What follows belongs to an exercise in optimizing a design on an open flow for small area, a short achievable clock period and few clock cycles per item; a production flow would make more cautious choices. Where RTL was checked, it was by simulation tests only, not by an equivalence proof against the original. Power and IR drop assume default switching activity.

== the baseline ==
==> flow/design.v <==
module fp(out,done,a,b,start,clk,rst);
input wire [9:0]a,b;
input wire start;
input wire clk,rst;
output wire [9:0]out;
output reg done;
wire [8:0] lt_b = ~a[8:0] & b[8:0];
wire [8:0] eq_b = ~(a[8:0] ^ b[8:0]);
wire lt87 = lt_b[8] | (eq_b[8] & lt_b[7]);  wire eq87 = eq_b[8] & eq_b[7];
wire lt65 = lt_b[6] | (eq_b[6] & lt_b[5]);  wire eq65 = eq_b[6] & eq_b[5];
wire lt43 = lt_b[4] | (eq_b[4] & lt_b[3]);  wire eq43 = eq_b[4] & eq_b[3];
wire lt21 = lt_b[2] | (eq_b[2] & lt_b[1]);  wire eq21 = eq_b[2] & eq_b[1];
wire lt85 = lt87 | (eq87 & lt65);           wire eq85 = eq87 & eq65;
wire lt41 = lt43 | (eq43 & lt21);           wire eq41 = eq43 & eq21;
wire lt40 = lt41 | (eq41 & lt_b[0]);        wire eq40 = eq41 & eq_b[0];
wire a_lt_b = lt85 | (eq85 & lt40);
wire a_eq_b = eq85 & eq40;
wire [3:0] ea = a[8:5], eb = b[8:5];
wire [3:0] bo_ab, bo_ba;    
assign bo_ab[0] = 1'b0;
assign bo_ab[1] = ~ea[0] & eb[0];
assign bo_ab[2] = (~ea[1] & eb[1]) | (eq_b[6] & bo_ab[1]);
assign bo_ab[3] = (~ea[2] & eb[2]) | (eq_b[7] & (~ea[1] & eb[1])) | (eq_b[7] & eq_b[6] & bo_ab[1]);
assign bo_ba[0] = 1'b0;
assign bo_ba[1] = ~eb[0] & ea[0];
assign bo_ba[2] = (~eb[1] & ea[1]) | (eq_b[6] & bo_ba[1]);
assign bo_ba[3] = (~eb[2] & ea[2]) | (eq_b[7] & (~eb[1] & ea[1])) | (eq_b[7] & eq_b[6] & bo_ba[1]);
wire [3:0] dab = ~eq_b[8:5] ^ bo_ab;
wire [3:0] dba = ~eq_b[8:5] ^ bo_ba;
wire [5:0] ma = {1'b1, a[4:0]};
wire [5:0] mb = {1'b1, b[4:0]};
wire sub = a[9] ^ b[9];
wire [5:0] mx = a_lt_b ? mb : ma;
wire [3:0] d = lt85 ? dba : dab;
wire [5:0] my = ((a_lt_b ? ma : mb) >> d) ^ {6{sub}};
wire [9:0] x = a_lt_b ? b : a;
wire [5:0] p = mx ^ my;
wire [5:0] g = mx & my;
wire cin = sub;
wire g10 = g[1] | (p[1] & g[0]);           wire p10 = p[1] & p[0];
wire g32 = g[3] | (p[3] & g[2]);           wire p32 = p[3] & p[2];
wire g54 = g[5] | (p[5] & g[4]);           wire p54 = p[5] & p[4];
wire g0c = g[0] | (p[0] & cin);
wire c0 = cin;
wire c1 = g0c;
wire c2 = g10 | (p10 & cin);
wire c3 = g[2] | (p[2] & c2);
wire g30 = g32 | (p32 & g10);              wire p30 = p32 & p10;
wire c4 = g30 | (p30 & cin);
wire c5 = g[4] | (p[4] & c4);
wire c6 = g54 | (p54 & c4);
reg [6:0] mag;
reg [3:0] r_e;
reg r_s;
always @(posedge clk) begin
  mag <= {c6 & ~sub, p ^ {c5, c4, c3, c2, c1, c0}};
  r_e <= x[8:5];
  r_s <= x[9];
  if (rst) done <= 1'b0;
  else done <= start;
end
wire h6 = mag[6];
wire h5 = ~mag[6] & mag[5];
wire h4 = ~mag[6] & ~mag[5] & mag[4];
wire h3 = ~|mag[6:4] & mag[3];
wire h2 = ~|mag[6:3] & mag[2];
wire h1 = ~|mag[6:2] & mag[1];
wire h0 = ~|mag[6:1];
wire [4:0] m = ({5{h6}} & mag[5:1])
             | ({5{h5}} & mag[4:0])
             | ({5{h4}} & {mag[3:0], 1'b0})
             | ({5{h3}} & {mag[2:0], 2'b0})
             | ({5{h2}} & {mag[1:0], 3'b0})
             | ({5{h1}} & {mag[0], 4'b0});
wire [3:0] ep1 = r_e + 4'd1;
wire [3:0] em1 = r_e - 4'd1;
wire [3:0] em2 = r_e - 4'd2;
wire [3:0] em3 = r_e - 4'd3;
wire [3:0] em4 = r_e - 4'd4;
wire [3:0] em5 = r_e - 4'd5;
wire [3:0] e = ({4{h6}} & ep1) | ({4{h5}} & r_e) | ({4{h4}} & em1)
             | ({4{h3}} & em2) | ({4{h2}} & em3) | ({4{h1}} & em4)
             | ({4{h0}} & em5);
wire zero = ~|mag;
assign out = zero ? 10'd0 : {r_s, e, m};
endmodule
export LEC_CHECK = 0
export ABC_AREA = 1
export CAP_MARGIN = 20
export CORE_MARGIN = 2
export CORE_UTILIZATION = 40
export SLEW_MARGIN = 20
export BUFFER_PORTS_ARGS = -buffer_cell sky130_fd_sc_hd__buf_2
create_clock -name core_clock -period 8.0 [get_ports {clk}]
standard.sh (not shown) runs the stock make flow with config.mk's settings and CLKGATE_MAP_FILE= SYNTH_SCRIPT=/design/flow/synth_recipe.tcl, a recipe that flattens the netlist after the stock synthesis.
==> flow/flow/run.sh <==
#!/bin/bash
# The standard layout with two changes, each tool's output in its own log:
#  - synthesis is the standard flow's own script (synth_recipe.tcl) run without ORFS's
#    adder extraction (ADDER_MAP_FILE empty), so ABC maps the whole logic,
#    and, if flow/abc.script exists, with that ABC script in place of
#    ORFS's; registers, flattening and renaming are as in the standard run
#  - flow/extra.mk adds ORFS settings to config.mk (port buffer cell, ...)
# The rest is the standard.sh, unchanged.
set -e
cat flow/extra.mk >> config.mk
{ head -1 synth_recipe.tcl; cat flow/abc_swap.tcl; tail -n +2 synth_recipe.tcl; } > my_synth.tcl
if [ -f flow/abc.script ]; then export FLOW_ABC_SCRIPT=$PWD/flow/abc.script; fi
bash standard.sh ADDER_MAP_FILE= SYNTH_SCRIPT=$PWD/my_synth.tcl synth > synth.log 2>&1
bash standard.sh > standard.log 2>&1
==> flow/flow/abc.script <==
strash
dch
map -B 0.9
topo
stime -c
buffer -c
upsize -c
dnsize -c
strash
dch
map -B 0.9
topo
stime -c
buffer -c
upsize -c
dnsize -c
==> flow/flow/abc_swap.tcl <==
# Map the combinational logic with the ABC script named by FLOW_ABC_SCRIPT
# instead of ORFS's; every other step of the synthesis is unchanged.
if {[info exists ::env(FLOW_ABC_SCRIPT)] && $::env(FLOW_ABC_SCRIPT) ne ""} {
  proc abc {args} {
    set i [lsearch -exact $args -script]
    if {$i >= 0} { set args [lreplace $args [expr {$i + 1}] [expr {$i + 1}] $::env(FLOW_ABC_SCRIPT)] }
    yosys abc {*}$args
  }
}
==> flow/flow/extra.mk <==
export BUFFER_PORTS_ARGS = -buffer_cell sky130_fd_sc_hd__buf_2
Testbench counts of the baseline, summed over its fixed seeds: cycles 24,000, items 24,000.
> inputs changed (the baseline -> the candidate)
--- a/flow/design.v
+++ b/flow/design.v
@@ -71,16 +71,10 @@
              | ({5{h4}} & {mag[3:0], 1'b0})
              | ({5{h3}} & {mag[2:0], 2'b0})
              | ({5{h2}} & {mag[1:0], 3'b0})
              | ({5{h1}} & {mag[0], 4'b0});
-wire [3:0] ep1 = r_e + 4'd1;
-wire [3:0] em1 = r_e - 4'd1;
-wire [3:0] em2 = r_e - 4'd2;
-wire [3:0] em3 = r_e - 4'd3;
-wire [3:0] em4 = r_e - 4'd4;
-wire [3:0] em5 = r_e - 4'd5;
-wire [3:0] e = ({4{h6}} & ep1) | ({4{h5}} & r_e) | ({4{h4}} & em1)
-             | ({4{h3}} & em2) | ({4{h2}} & em3) | ({4{h1}} & em4)
-             | ({4{h0}} & em5);
+wire [3:0] adj = ({4{h6}} & 4'd1) | ({4{h4}} & 4'hf) | ({4{h3}} & 4'he)
+               | ({4{h2}} & 4'hd) | ({4{h1}} & 4'hc) | ({4{h0}} & 4'hb);
+wire [3:0] e = r_e + adj;
 wire zero = ~|mag;
 assign out = zero ? 10'd0 : {r_s, e, m};
 endmodule
## What came out
- The candidate | stages: all done | timing, DRC, antenna: all pass
- Ratio of cells with drive above 1 in the final layout was lower in the run labelled the baseline.
- Compared to the baseline, the candidate has part of the cycle the worst path needs 2.8 points higher.
- In the candidate relative to the baseline, clock distribution power had gone up slightly.
- Shortest clock period the worst path allows after layout: the candidate higher than the baseline
- Going from the baseline to the candidate, placed instance area now smaller, combinational power grew by about 10%.
No functional check of the RTL was part of the candidate.

========
== run a ==
Starts from the design.v that is shown in full above.
==> flow/config.mk <==
export PLATFORM = sky130hd
export DESIGN_NAME = fp
export DESIGN_NICKNAME = fp
export VERILOG_FILES = /design/flow/design.v
export SDC_FILE = /design/flow/constraint.sdc
export NUM_CORES = 4
export LEC_CHECK = 0
export ABC_AREA = 1
export CAP_MARGIN = 20
export CORE_MARGIN = 2
export CORE_UTILIZATION = 40
export SLEW_MARGIN = 20
export BUFFER_PORTS_ARGS = -buffer_cell sky130_fd_sc_hd__buf_1
==> flow/constraint.sdc <==
create_clock -name core_clock -period 8.0 [get_ports {clk}]
set_input_delay 1.6000 -clock core_clock [delete_from_list [all_inputs] [get_ports {clk}]]
set_output_delay 1.6000 -clock core_clock [all_outputs]
set_load 0.01 [all_outputs]
==> flow/flow/abc.script <==
strash
balance
rewrite
refactor
balance
rewrite
rewrite -z
balance
refactor -z
rewrite -z
balance
balance
rewrite
refactor
balance
rewrite
rewrite -z
balance
refactor -z
rewrite -z
balance
dch -f
map -B 0.9
topo
stime -c
buffer -c
upsize -c
dnsize -c
==> flow/flow/extra.mk <==
export BUFFER_PORTS_ARGS = -buffer_cell sky130_fd_sc_hd__buf_1
Scripts as last shown in full above: flow/flow/run.sh, flow/flow/abc_swap.tcl
Testbench counts of run a, summed over its fixed seeds: cycles 24,000, items 24,000.
Edits applied to the flow inputs when going from run a to run b:
diff --git a/flow/design.v b/flow/design.v
--- a/flow/design.v
+++ b/flow/design.v
@@ -1,9 +1,9 @@
 module fp(out,done,a,b,start,clk,rst);
 input wire [9:0]a,b;
 input wire start;
 input wire clk,rst;
-output wire [9:0]out;
+output reg [9:0]out;
 output reg done;
 wire [8:0] lt_b = ~a[8:0] & b[8:0];
 wire [8:0] eq_b = ~(a[8:0] ^ b[8:0]);
 wire lt87 = lt_b[8] | (eq_b[8] & lt_b[7]);  wire eq87 = eq_b[8] & eq_b[7];
@@ -48,18 +48,11 @@
 wire g30 = g32 | (p32 & g10);              wire p30 = p32 & p10;
 wire c4 = g30 | (p30 & cin);
 wire c5 = g[4] | (p[4] & c4);
 wire c6 = g54 | (p54 & c4);
-reg [6:0] mag;
-reg [3:0] r_e;
-reg r_s;
-always @(posedge clk) begin
-  mag <= {c6 & ~sub, p ^ {c5, c4, c3, c2, c1, c0}};
-  r_e <= x[8:5];
-  r_s <= x[9];
-  if (rst) done <= 1'b0;
-  else done <= start;
-end
+wire [6:0] mag = {c6 & ~sub, p ^ {c5, c4, c3, c2, c1, c0}};
+wire [3:0] r_e = x[8:5];
+wire r_s = x[9];
 wire h6 = mag[6];
 wire h5 = ~mag[6] & mag[5];
 wire h4 = ~mag[6] & ~mag[5] & mag[4];
 wire h3 = ~|mag[6:4] & mag[3];
@@ -81,6 +74,10 @@
 wire [3:0] e = ({4{h6}} & ep1) | ({4{h5}} & r_e) | ({4{h4}} & em1)
              | ({4{h3}} & em2) | ({4{h2}} & em3) | ({4{h1}} & em4)
              | ({4{h0}} & em5);
 wire zero = ~|mag;
-assign out = zero ? 10'd0 : {r_s, e, m};
+always @(posedge clk) begin
+  out <= zero ? 10'd0 : {r_s, e, m};
+  if (rst) done <= 1'b0;
+  else done <= start;
+end
 endmodule
Findings:
STATUS final critical-path setup slack: run b loses against run a. From run a to run b the numbers moved as follows: final cell count picked up an extra about 11%, actual slew at the worst max-slew pin now sits lower, post-synthesis to final-layout area growth went down. The final reports for run b and run a show average size of a mapped cell lower in the former. Between run b and run a, it is run b whose number of instances in the placed design is higher, by 44. Run b: no failed stages, no open violations at the end. The lower register share of the cell area of run a and run b is in run b.
Testbench counts of run b, summed over its fixed seeds: cycles 24,000, items 24,000.

========
fp, a different RTL version from the one above (not shown whole).
Size in the first run: ~340 cells after synthesis.
==> module fp, before the edit <==
module fp(out,done,a,b,start,clk,rst);
input wire [9:0]a,b;
input wire start;
input wire clk,rst;
output wire [9:0]out;
output reg done;
wire [8:0] lt_b = ~a[8:0] & b[8:0];
wire [8:0] eq_b = ~(a[8:0] ^ b[8:0]);
wire lt87 = lt_b[8] | (eq_b[8] & lt_b[7]);  wire eq87 = eq_b[8] & eq_b[7];
wire lt65 = lt_b[6] | (eq_b[6] & lt_b[5]);  wire eq65 = eq_b[6] & eq_b[5];
wire lt43 = lt_b[4] | (eq_b[4] & lt_b[3]);  wire eq43 = eq_b[4] & eq_b[3];
wire lt21 = lt_b[2] | (eq_b[2] & lt_b[1]);  wire eq21 = eq_b[2] & eq_b[1];
wire lt85 = lt87 | (eq87 & lt65);           wire eq85 = eq87 & eq65;
wire lt41 = lt43 | (eq43 & lt21);           wire eq41 = eq43 & eq21;
wire lt40 = lt41 | (eq41 & lt_b[0]);        wire eq40 = eq41 & eq_b[0];
wire a_lt_b = lt85 | (eq85 & lt40);
wire a_eq_b = eq85 & eq40;
wire [3:0] ea = a[8:5], eb = b[8:5];
wire [3:0] bo_ab, bo_ba;    
assign bo_ab[0] = 1'b0;
assign bo_ab[1] = ~ea[0] & eb[0];
assign bo_ab[2] = (~ea[1] & eb[1]) | (eq_b[6] & bo_ab[1]);
assign bo_ab[3] = (~ea[2] & eb[2]) | (eq_b[7] & (~ea[1] & eb[1])) | (eq_b[7] & eq_b[6] & bo_ab[1]);
assign bo_ba[0] = 1'b0;
assign bo_ba[1] = ~eb[0] & ea[0];
assign bo_ba[2] = (~eb[1] & ea[1]) | (eq_b[6] & bo_ba[1]);
assign bo_ba[3] = (~eb[2] & ea[2]) | (eq_b[7] & (~eb[1] & ea[1])) | (eq_b[7] & eq_b[6] & bo_ba[1]);
wire [3:0] dab = ~eq_b[8:5] ^ bo_ab;
wire [3:0] dba = ~eq_b[8:5] ^ bo_ba;
wire [5:0] ma = {1'b1, a[4:0]};
wire [5:0] mb = {1'b1, b[4:0]};
wire sub = a[9] ^ b[9];
wire [5:0] mx = a_lt_b ? mb : ma;
wire [3:0] d = lt85 ? dba : dab;
wire [5:0] my = ((a_lt_b ? ma : mb) >> d) ^ {6{sub}};
wire [9:0] x = a_lt_b ? b : a;
reg [5:0] r_p, r_g;
reg [3:0] r_e;
reg r_s, r_sub, r_zero;
always @(posedge clk) begin
  r_p <= mx ^ my;
  r_g <= mx & my;
  r_e <= x[8:5];
  r_s <= x[9];
  r_sub <= sub;
  r_zero <= sub & a_eq_b;
  if (rst) done <= 1'b0;
  else done <= start;
end
wire [5:0] g = r_g, p = r_p;
wire cin = r_sub;
wire g10 = g[1] | (p[1] & g[0]);           wire p10 = p[1] & p[0];
wire g32 = g[3] | (p[3] & g[2]);           wire p32 = p[3] & p[2];
wire g54 = g[5] | (p[5] & g[4]);           wire p54 = p[5] & p[4];
wire g0c = g[0] | (p[0] & cin);
wire c0 = cin;
wire c1 = g0c;
wire c2 = g10 | (p10 & cin);
wire c3 = g[2] | (p[2] & c2);
wire g30 = g32 | (p32 & g10);              wire p30 = p32 & p10;
wire c4 = g30 | (p30 & cin);
wire c5 = g[4] | (p[4] & c4);
wire c6 = g54 | (p54 & c4);
wire [6:0] mag = {c6 & ~r_sub, p ^ {c5, c4, c3, c2, c1, c0}};
wire h6 = mag[6];
wire h5 = ~mag[6] & mag[5];
wire h4 = ~mag[6] & ~mag[5] & mag[4];
wire h3 = ~|mag[6:4] & mag[3];
wire h2 = ~|mag[6:3] & mag[2];
wire h1 = ~|mag[6:2] & mag[1];
wire h0 = ~|mag[6:1];
wire [3:0] ep1 = r_e + 4'd1;
wire [3:0] em1 = r_e - 4'd1;
wire [3:0] em2 = r_e - 4'd2;
wire [3:0] em3 = r_e - 4'd3;
wire [3:0] em4 = r_e - 4'd4;
wire [3:0] em5 = r_e - 4'd5;
wire [4:0] m = ({5{h6}} & mag[5:1])
             | ({5{h5}} & mag[4:0])
             | ({5{h4}} & {mag[3:0], 1'b0})
             | ({5{h3}} & {mag[2:0], 2'b0})
             | ({5{h2}} & {mag[1:0], 3'b0})
             | ({5{h1}} & {mag[0], 4'b0});
wire [3:0] e = ({4{h6}} & ep1) | ({4{h5}} & r_e) | ({4{h4}} & em1)
             | ({4{h3}} & em2) | ({4{h2}} & em3) | ({4{h1}} & em4)
             | ({4{h0}} & em5);
assign out = r_zero ? 10'd0 : {r_s, e, m};
endmodule
export LEC_CHECK = 0
export ABC_AREA = 1
export CAP_MARGIN = 20
export CORE_MARGIN = 2
export CORE_UTILIZATION = 40
export SLEW_MARGIN = 20
export BUFFER_PORTS_ARGS = -buffer_cell sky130_fd_sc_hd__buf_2
create_clock -name core_clock -period 8.0 [get_ports {clk}]
==> flow/flow/run.sh <==
#!/bin/bash
# The standard layout (the standard.sh: ORFS synthesis to finish,
# unchanged), with extra ORFS settings from flow/extra.mk appended to
# config.mk: the port buffers are made as a sized buffer cell instead of
# the cell buffer_ports picks by default, and repair may aim at a setup
# margin.  The tool output goes to standard.log.
cat flow/extra.mk >> config.mk
bash standard.sh > standard.log 2>&1
==> flow/flow/extra.mk <==
export BUFFER_PORTS_ARGS = -buffer_cell sky130_fd_sc_hd__buf_2
Rerun with:
--- a/flow/design.v
+++ b/flow/design.v
@@ -35,18 +35,19 @@
 wire [5:0] my = ((a_lt_b ? ma : mb) >> d) ^ {6{sub}};
 wire [9:0] x = a_lt_b ? b : a;
-reg [5:0] r_p, r_g;
+reg [5:0] r_p;
+reg [4:0] r_g;    
 reg [3:0] r_e;
-reg r_s, r_sub, r_zero;
+reg r_s, r_sub;
 always @(posedge clk) begin
   r_p <= mx ^ my;
-  r_g <= mx & my;
+  r_g <= mx[4:0] & my[4:0];
   r_e <= x[8:5];
   r_s <= x[9];
   r_sub <= sub;
-  r_zero <= sub & a_eq_b;
   if (rst) done <= 1'b0;
   else done <= start;
 end
-wire [5:0] g = r_g, p = r_p;
+wire [5:0] p = r_p;
+wire [5:0] g = {~r_p[5], r_g};
 wire cin = r_sub;
 wire g10 = g[1] | (p[1] & g[0]);           wire p10 = p[1] & p[0];
@@ -85,4 +86,5 @@
              | ({4{h3}} & em2) | ({4{h2}} & em3) | ({4{h1}} & em4)
              | ({4{h0}} & em5);
-assign out = r_zero ? 10'd0 : {r_s, e, m};
+wire zero = r_sub & (&r_p);
+assign out = zero ? 10'd0 : {r_s, e, m};
 endmodule
- final area drops by a few percent
- setup slack got worse by 0.11 ns
- routed wire length is lower by a little under a tenth
- cell count drops by a few percent
- sequential share of layout area fell by 0.91 points
Testbench counts after the change, summed over its fixed seeds: cycles 24,000, items 24,000.
The RTL of the first run of this note was laid out without a check of its function.

afterwards: timing with drivers on the ports:
In the flow no input, the clock included, has a driving cell. The finished layouts below were timed again as built, in two steps. Step 1 sets driving cells, clkbuf_16 on the clock port and buf_2 on the other inputs (assumed; they add their load-dependent delay and slew). Step 2 moves the port delays by t, midway between the first and last clock arrival at a register: inputs arrive t later, outputs are due t later. That takes back most of the time a late clock gives input paths. Three values: no drivers, after step 1, after step 2; two values: the first two.
run | t, ns | setup WS [ns] | hold slack, ns | latest minus earliest clock arrival (ns) | cell pins on the clock port's net
the baseline | 0.256 | 4.252 / 4.258 / 4.003 | 1.515 / 1.513 / 1.769 | 0.003 / 0.003 | 1
the candidate | 0.257 | 4.025 / 4.003 / 4.034 | 1.510 / 1.508 / 1.765 | 0.002 / 0.003 | 1
run a | 0.257 | 4.370 / 4.346 / 4.133 | 1.511 / 1.510 / 1.767 | 0.001 / 0.002 | 1
run b | 0.261 | 3.538 / 3.540 / 3.280 | 1.511 / 1.508 / 1.769 | 0.003 / 0.003 | 1
the first run of note 3 | 0.275 | 3.992 / 3.967 / 4.242 | 1.498 / 1.495 / 1.770 | 0.007 / 0.007 | 1
the second run of note 3 | 0.273 | 3.877 / 3.852 / 4.125 | 1.500 / 1.495 / 1.768 | 0.002 / 0.002 | 1
After both steps setup and hold are still met in every run listed. For run b, which loses most, drivers alone change the setup slack by +0.002 ns; drivers and shift together by -0.258 ns.
